This is an optimization exercise on Yosys and OpenROAD, whose aim is a short achievable clock period and few clock cycles, not a production implementation.
The RTL was checked by simulation tests, not by an equivalence proof against the original design.
Power is estimated from default activity; no workload was simulated.

==> flow/design.v (excerpt) <==
module zmips(
    input [31:0] i_data,
    output [31:0] i_addr, d_addr, d_data_o,
    input [31:0] d_data_i,
    input clk, rst,  
    output d_wr, d_rd
    );
localparam K = 10;   
logic [31:0] pc;
logic        d_valid;
logic [31:0] d_ir;
logic [29:0] d_rs_oh, d_rt_oh;   
logic [31:0] d_pc4;
logic        d_fdone;       
logic        d_pred;        
logic        e_valid;
logic [31:0] e_a, e_b, e_bx;   
logic        e_fbl;         
logic        e_lda, e_ldb;  
logic        e_inv;         
logic        e_s_add, e_s_and, e_s_or, e_s_xor, e_s_shl, e_s_shr, e_s_pass;  
logic        e_q_and, e_q_or, e_q_xor, e_q_pass;  
logic [3:0]  e_l1, e_l2, e_r1, e_r2;    
logic [1:0]  e_l3, e_r3;
logic [5:0]  e_funct;
logic        e_cinc;        
logic        e_wr, e_ld, e_st;
logic [4:0]  e_rd;
logic        e_wz, e_wc, e_wn, e_force;
logic        e_li;
logic        e_jr;          
logic        e_br, e_pred, e_bset;
logic [1:0]  e_cc;
logic [31:0] e_target, e_pc4;
logic        m_wr, m_ld, m_st, m_rd_v;
logic [4:0]  m_rd;
logic [31:0] m_res, m_data;
logic        flag_z, flag_c, flag_n;
logic [31:0] rf [0:29];
logic [31:0] r30;
assign i_addr = pc;
logic [31:0] pc4;
assign pc4 = pc + 32'd4;
logic f_jpl, f_br, f_bpred, f_jmp30, f_redirect;
assign f_jpl   = i_data[31:30] == 2'b11;
assign f_br    = i_data[31:30] == 2'b10;
assign f_bpred = f_br & ((i_data[27:26] == 2'b11) | i_data[25]);
  ...
For scale: ~6,100 cells after synthesis, roughly 160 I/O pins.
==> flow/config.mk <==
export PLATFORM = sky130hd
export DESIGN_NAME = zmips
export DESIGN_NICKNAME = zmips
export VERILOG_FILES = /design/flow/design.v
export SDC_FILE = /design/flow/constraint.sdc
export NUM_CORES = 4
export LEC_CHECK = 0
export ABC_CLOCK_PERIOD_IN_PS = 3000
export CAP_MARGIN = 30
export CORE_MARGIN = 2
export CORE_UTILIZATION = 40
export SLEW_MARGIN = 30
==> flow/constraint.sdc <==
create_clock -name core_clock -period 9.0 [get_ports {clk}]
set_input_delay 1.8000 -clock core_clock [delete_from_list [all_inputs] [get_ports {clk}]]
set_output_delay 1.8000 -clock core_clock [all_outputs]
set_load 0.01 [all_outputs]
standard.sh (not shown) runs the stock make flow with config.mk's settings and CLKGATE_MAP_FILE= SYNTH_SCRIPT=/design/flow/synth_recipe.tcl, a recipe that flattens the netlist after the stock synthesis.
==> flow/flow/run.sh <==
#!/bin/bash
set -eo pipefail
bash standard.sh SETUP_SLACK_MARGIN=6 finish > standard.log 2>&1
Testbench counts at the start, summed over its fixed seeds: cycles 46,278.
Rerun with:
--- a/flow/design.v
+++ b/flow/design.v
@@ -198,14 +198,17 @@
 logic        e_wz, e_wc, e_wn, e_force;
 logic        e_li;
 logic        e_jr;          
 logic        e_br, e_pred, e_bset;
 logic [1:0]  e_cc;
 logic [31:0] e_target, e_pc4;
 logic        m_wr, m_ld, m_st, m_rd_v;
+logic        w_wr;          
+logic [4:0]  w_rd;          
+logic [31:0] w_val;         
 logic [4:0]  m_rd;
 logic [31:0] m_res, m_data;
 logic        flag_z, flag_c, flag_n;
 logic [31:0] rf [0:29];
 logic [31:0] r30;
 assign i_addr = pc;
 logic [31:0] pc4;
@@ -264,20 +267,22 @@
     end
 end
 assign wb_val = m_ld ? d_data_i : m_res;
 always_comb begin
     if (d_rs == 5'd31)      d_rsv = d_pc4;
     else if (d_rs == 5'd30) d_rsv = r30;
     else if (m_wr && m_rd == d_rs) d_rsv = wb_val;
+    else if (w_wr && w_rd == d_rs) d_rsv = w_val;
     else                    d_rsv = d_rf_rs;
 end
 always_comb begin
     if (d_rt == 5'd31)      d_rtv = d_pc4;
     else if (d_rt == 5'd30) d_rtv = r30;
     else if (m_wr && m_rd == d_rt) d_rtv = wb_val;
+    else if (w_wr && w_rd == d_rt) d_rtv = w_val;
     else                    d_rtv = d_rf_rt;
 end
 assign d_av = d_li ? {{6{d_ir[25]}}, d_ir[25:0]} : d_rsv;
 assign d_bv = d_rtv;
 logic e_hit_rs, e_hit_rt;
 assign e_hit_rs = e_valid & e_wr & (e_rd == d_rs);
 assign e_hit_rt = e_valid & e_wr & (e_rd == d_rt);
@@ -491,10 +496,14 @@
     end
 end
 assign d_addr   = m_res;
 assign d_data_o = m_data;
 assign d_wr     = m_st;
 assign d_rd     = m_ld;
 always_ff @(posedge clk) begin
-    if (m_wr) rf[m_rd] <= wb_val;
+    w_rd  <= m_rd;
+    w_val <= wb_val;
+    if (rst) w_wr <= 1'b0;
+    else     w_wr <= m_wr;
+    if (w_wr) rf[w_rd] <= w_val;
 end
 endmodule
Wire length increases by a few percent.
Global-route usage barely changes.
Worst hold slack degrades by 0.010 ns.
Sequential power rises by a few percent.
Non-clock buffer count rises by 5.
Sequential cell count rises by 38.
Total power came out higher by a few percent.
Combinational power goes down slightly.
Critical path depth grows by 2.
Clock-buffer cell count came out lower by 4.
Sequential share of layout area fell by 0.35 points.
Die area rose by a few percent.
Cell count rises by a few percent.
Utilization is higher by 0.10 points.
Testbench counts after the change, summed over its fixed seeds: cycles 46,278.


Another version of the RTL of zmips (not shown whole).
Size in the first run: ~6,400 cells after synthesis, roughly 160 I/O pins, ~0.073 mm^2 of cells after synthesis.
export LEC_CHECK = 0
export ABC_CLOCK_PERIOD_IN_PS = 3000
export CAP_MARGIN = 30
export CORE_MARGIN = 2
export CORE_UTILIZATION = 40
export SLEW_MARGIN = 30
create_clock -name core_clock -period 9.0 [get_ports {clk}]
Scripts as last shown in full above: flow/flow/run.sh
Testbench counts at the start, summed over its fixed seeds: cycles 46,278.
Edit:
--- a/flow/design.v
+++ b/flow/design.v
@@ -201,15 +201,12 @@
 logic        e_li;
 logic        e_jr;          
 logic        e_br, e_pred, e_bset;
 logic [1:0]  e_cc;
 logic [31:0] e_target, e_pc4;
 logic        m_wr, m_ld, m_st, m_rd_v;
-logic        w_wr;          
-logic [4:0]  w_rd;          
-logic [31:0] w_val;         
 logic [4:0]  m_rd;
 logic [31:0] m_res, m_data;
 logic        flag_z, flag_c, flag_n;
 logic [31:0] rf [0:29];
 logic [31:0] r30;
 assign i_addr = pc;
@@ -270,20 +267,18 @@
 end
 assign wb_val = m_ld ? d_data_i : m_res;
 always_comb begin
     if (d_rs == 5'd31)      d_rsv = d_pc4;
     else if (d_rs == 5'd30) d_rsv = r30;
     else if (m_wr && m_rd == d_rs) d_rsv = wb_val;
-    else if (w_wr && w_rd == d_rs) d_rsv = w_val;
     else                    d_rsv = d_rf_rs;
 end
 always_comb begin
     if (d_rt == 5'd31)      d_rtv = d_pc4;
     else if (d_rt == 5'd30) d_rtv = r30;
     else if (m_wr && m_rd == d_rt) d_rtv = wb_val;
-    else if (w_wr && w_rd == d_rt) d_rtv = w_val;
     else                    d_rtv = d_rf_rt;
 end
 assign d_av = d_li ? {{6{d_ir[25]}}, d_ir[25:0]} : d_rsv;
 assign d_bv = d_rtv;
 logic e_hit_rs, e_hit_rt;
 assign e_hit_rs = e_valid & e_wr & (e_rd == d_rs);
@@ -512,13 +507,9 @@
 end
 assign d_addr   = m_res;
 assign d_data_o = m_data;
 assign d_wr     = m_st;
 assign d_rd     = m_ld;
 always_ff @(posedge clk) begin
-    w_rd  <= m_rd;
-    w_val <= wb_val;
-    if (rst) w_wr <= 1'b0;
-    else     w_wr <= m_wr;
-    if (w_wr) rf[w_rd] <= w_val;
+    if (m_wr) rf[m_rd] <= wb_val;
 end
 endmodule
Outcome: The changed run finished with timing, DRC and antenna clean; first-iteration DRC count is lower by 4.9%; worst setup slack improves by 25 ps; total power decreases by 2.7%; register-to-register slack degrades by 60 ps; clock power came out lower by 6.8%; non-clock buffer count decreases by 114; routed wire length decreases by 2.7%; final area fell by 4.2%; via count fell by 2.8%; die area decreases by 2.2%; fmax goes up by 0.72%; utilization drops by 0.98 points; synthesized cell count is lower by 4.7%; worst hold slack is better by 6.3 ps.
Testbench counts after the change, summed over its fixed seeds: cycles 46,278.


zmips, a different RTL version from the one above (not shown whole).
For scale: ~5,500 cells after synthesis, ~1,400 flip-flops, roughly 160 I/O pins.
export LEC_CHECK = 0
export ABC_CLOCK_PERIOD_IN_PS = 3000
export CAP_MARGIN = 30
export CORE_MARGIN = 2
export CORE_UTILIZATION = 40
export SLEW_MARGIN = 30
create_clock -name core_clock -period 9.0 [get_ports {clk}]
Scripts as last shown in full above: flow/flow/run.sh
Testbench counts at the start, summed over its fixed seeds: cycles 46,622.
Then changed:
--- a/flow/design.v
+++ b/flow/design.v
@@ -187,23 +187,22 @@
 logic        e_lda, e_ldb;  
 logic        e_inv;         
 logic        e_s_add, e_s_and, e_s_or, e_s_xor, e_s_shl, e_s_shr, e_s_pass;  
 logic [3:0]  e_l1, e_l2, e_r1, e_r2;    
 logic [1:0]  e_l3, e_r3;
 logic [5:0]  e_funct;
 logic        e_cinc;        
 logic        e_wr, e_ld, e_st;
 logic [4:0]  e_rd;
 logic        e_wz, e_wc, e_wn, e_force;
 logic        e_li;
-logic        e_jr;          
 logic        e_br, e_pred, e_bset;
 logic [1:0]  e_cc;
 logic [31:0] e_target, e_pc4;
 logic        m_wr, m_ld, m_st, m_rd_v;
 logic [4:0]  m_rd;
 logic [31:0] m_res, m_data;
 logic        flag_z, flag_c, flag_n;
 logic [31:0] rf [0:29];
 logic [31:0] r30;
 assign i_addr = pc;
 logic [31:0] pc4;
@@ -268,35 +267,38 @@
 assign d_av = d_li ? {{6{d_ir[25]}}, d_ir[25:0]} : d_rsv;
 assign d_bv = d_rtv;
 logic e_hit_rs, e_hit_rt;
 assign e_hit_rs = e_valid & e_wr & (e_rd == d_rs);
 assign e_hit_rt = e_valid & e_wr & (e_rd == d_rt);
 logic d_a_fast, d_b_fast;
 assign d_a_fast = d_b0 ? (d_ir[5:4] == 2'b00) : (d_ir[5:4] != 2'b00);
 assign d_b_fast = d_ir[5:4] != 2'b00;
 logic stall;
 assign stall = d_valid & (
         (e_ld & ((d_usea & e_hit_rs & (d_jmp | ~d_a_fast)) |
-                 (d_useb & e_hit_rt & ~d_b_fast))));
+                 (d_useb & e_hit_rt & ~d_b_fast))) |
+        (d_jmp & ~d_fdone & e_hit_rs & ~e_li));
 logic [31:0] d_target;
 assign d_target = d_pc4 + {d_ir[25] ? 4'hf : 4'h0, d_ir[25:0], 2'b00};
+logic [31:0] d_jval;
+assign d_jval = (e_hit_rs & e_li) ? e_a : d_rsv;
 logic e_redirect;
 logic [31:0] e_rtarget;
 logic d_redirect;
-assign d_redirect = d_valid & ~d_fdone & d_brf & d_pred & ~stall;
+assign d_redirect = d_valid & ~d_fdone & ((d_brf & d_pred) | d_jmp) & ~stall;
 logic [31:0] pc_slow;
 logic f_go;
 always_comb begin
     if (e_redirect)       pc_slow = e_rtarget;
     else if (stall)       pc_slow = pc;
-    else if (d_redirect)  pc_slow = d_target;
+    else if (d_redirect)  pc_slow = d_brf ? d_target : d_jval;
     else                  pc_slow = pc4;
 end
 assign f_go = f_redirect & ~(e_redirect | stall | d_redirect);
 always_ff @(posedge clk) begin
     if (rst)        pc <= 32'b0;
     else if (f_go)  pc <= f_target;
     else            pc <= pc_slow;
 end
 always_ff @(posedge clk) begin
     if (rst || e_redirect || (d_redirect && !stall)) begin
         d_valid <= 1'b0;
@@ -353,23 +355,22 @@
     e_funct  <= d_li ? 6'b0 : d_ir[5:0];
     e_cinc   <= d_b2;
     e_wr     <= d_wen;
     e_ld     <= d_ld;
     e_st     <= d_st;
     e_rd     <= d_wrd;
     e_wz     <= d_rfmt & ~d_jmp & (d_b1 | d_ir[2]);
     e_wc     <= d_rfmt & ~d_jmp & (d_b1 | d_ir[1]);
     e_wn     <= d_rfmt & ~d_jmp & (d_b1 | d_ir[0]);
     e_force  <= d_b1;
     e_li     <= d_li;
-    e_jr     <= d_jmp & ~d_fdone;
     e_br     <= d_brf;
     e_pred   <= d_pred;
     e_bset   <= d_ir[29];
     e_cc     <= d_ir[27:26];
     e_target <= d_target;
     e_pc4    <= d_pc4;
 end
 logic ecin;
 assign ecin = ~e_cinc | flag_c;
 logic [31:0] e_sum;
 logic e_sum_c;
@@ -420,24 +421,24 @@
     end
 end
 logic e_flag, e_taken;
 always_comb begin
     case (e_cc)
     2'b00: e_flag = flag_z;
     2'b01: e_flag = flag_c;
     default: e_flag = flag_n;
     endcase
 end
 assign e_taken    = (e_cc == 2'b11) | (e_flag == e_bset);
-assign e_redirect = e_valid & ((e_br & (e_taken ^ e_pred)) | e_jr);
-assign e_rtarget  = e_jr ? e_a : e_taken ? e_target : e_pc4;
+assign e_redirect = e_valid & e_br & (e_taken ^ e_pred);
+assign e_rtarget  = e_taken ? e_target : e_pc4;
 always_ff @(posedge clk) begin
     m_res  <= e_y;
     m_data <= e_fbl ? d_data_i : e_b;
     m_rd   <= e_rd;
     if (rst || !e_valid) begin
         m_wr <= 1'b0;
         m_ld <= 1'b0;
         m_st <= 1'b0;
     end else begin
         m_wr <= e_wr;
         m_ld <= e_ld;
The new run passed the timing, DRC and antenna checks.
Utilization grows by 0.77 points.
Via count increases by 1.7%.
Total power rose by 0.34%.
Global-route usage goes up by 1.8 points.
Cell area grows by about 1.6%.
Synthesized cell count rises by 1.2%.
Testbench counts after the change, summed over its fixed seeds: cycles 46,209.

what the ideal ports hide:
No port has a modelled driver above. Below, the same layouts with a new extraction and two added sets of constraints.
Step 1 sets driving cells, clkbuf_16 on the clock port and buf_2 on the other inputs (assumed; they add their load-dependent delay and slew).
Step 2 moves the port delays by t, midway between the first and last clock arrival at a register: inputs arrive t later, outputs are due t later. That takes back most of the time a late clock gives input paths.
Slacks: ideal / step 1 / step 2; pairs: ideal / step 1.
run | t (ns) | slack for setup (ns) | worst setup path at the end | pins driven straight from the clock port
the first run of note 1 | 0.916 | 5.481 / 5.481 / 4.744 | input to register | 1
the second run of note 1 | 0.901 | 5.662 / 5.657 / 4.756 | input to register | 1
the first run of note 2 | 0.916 | 5.515 / 5.551 / 4.635 | input to register | 1
the second run of note 2 | 0.930 | 5.540 / 5.540 / 4.672 | input to register | 1
the first run of note 3 | 0.895 | 5.388 / 5.410 / 4.515 | input to register | 1
the second run of note 3 | 0.911 | 5.318 / 5.318 / 4.614 | input to register | 1
After both steps every run listed still meets setup and hold. For the second run of note 1, which loses most, drivers alone change the setup slack by -0.005 ns; drivers and shift together by -0.906 ns.
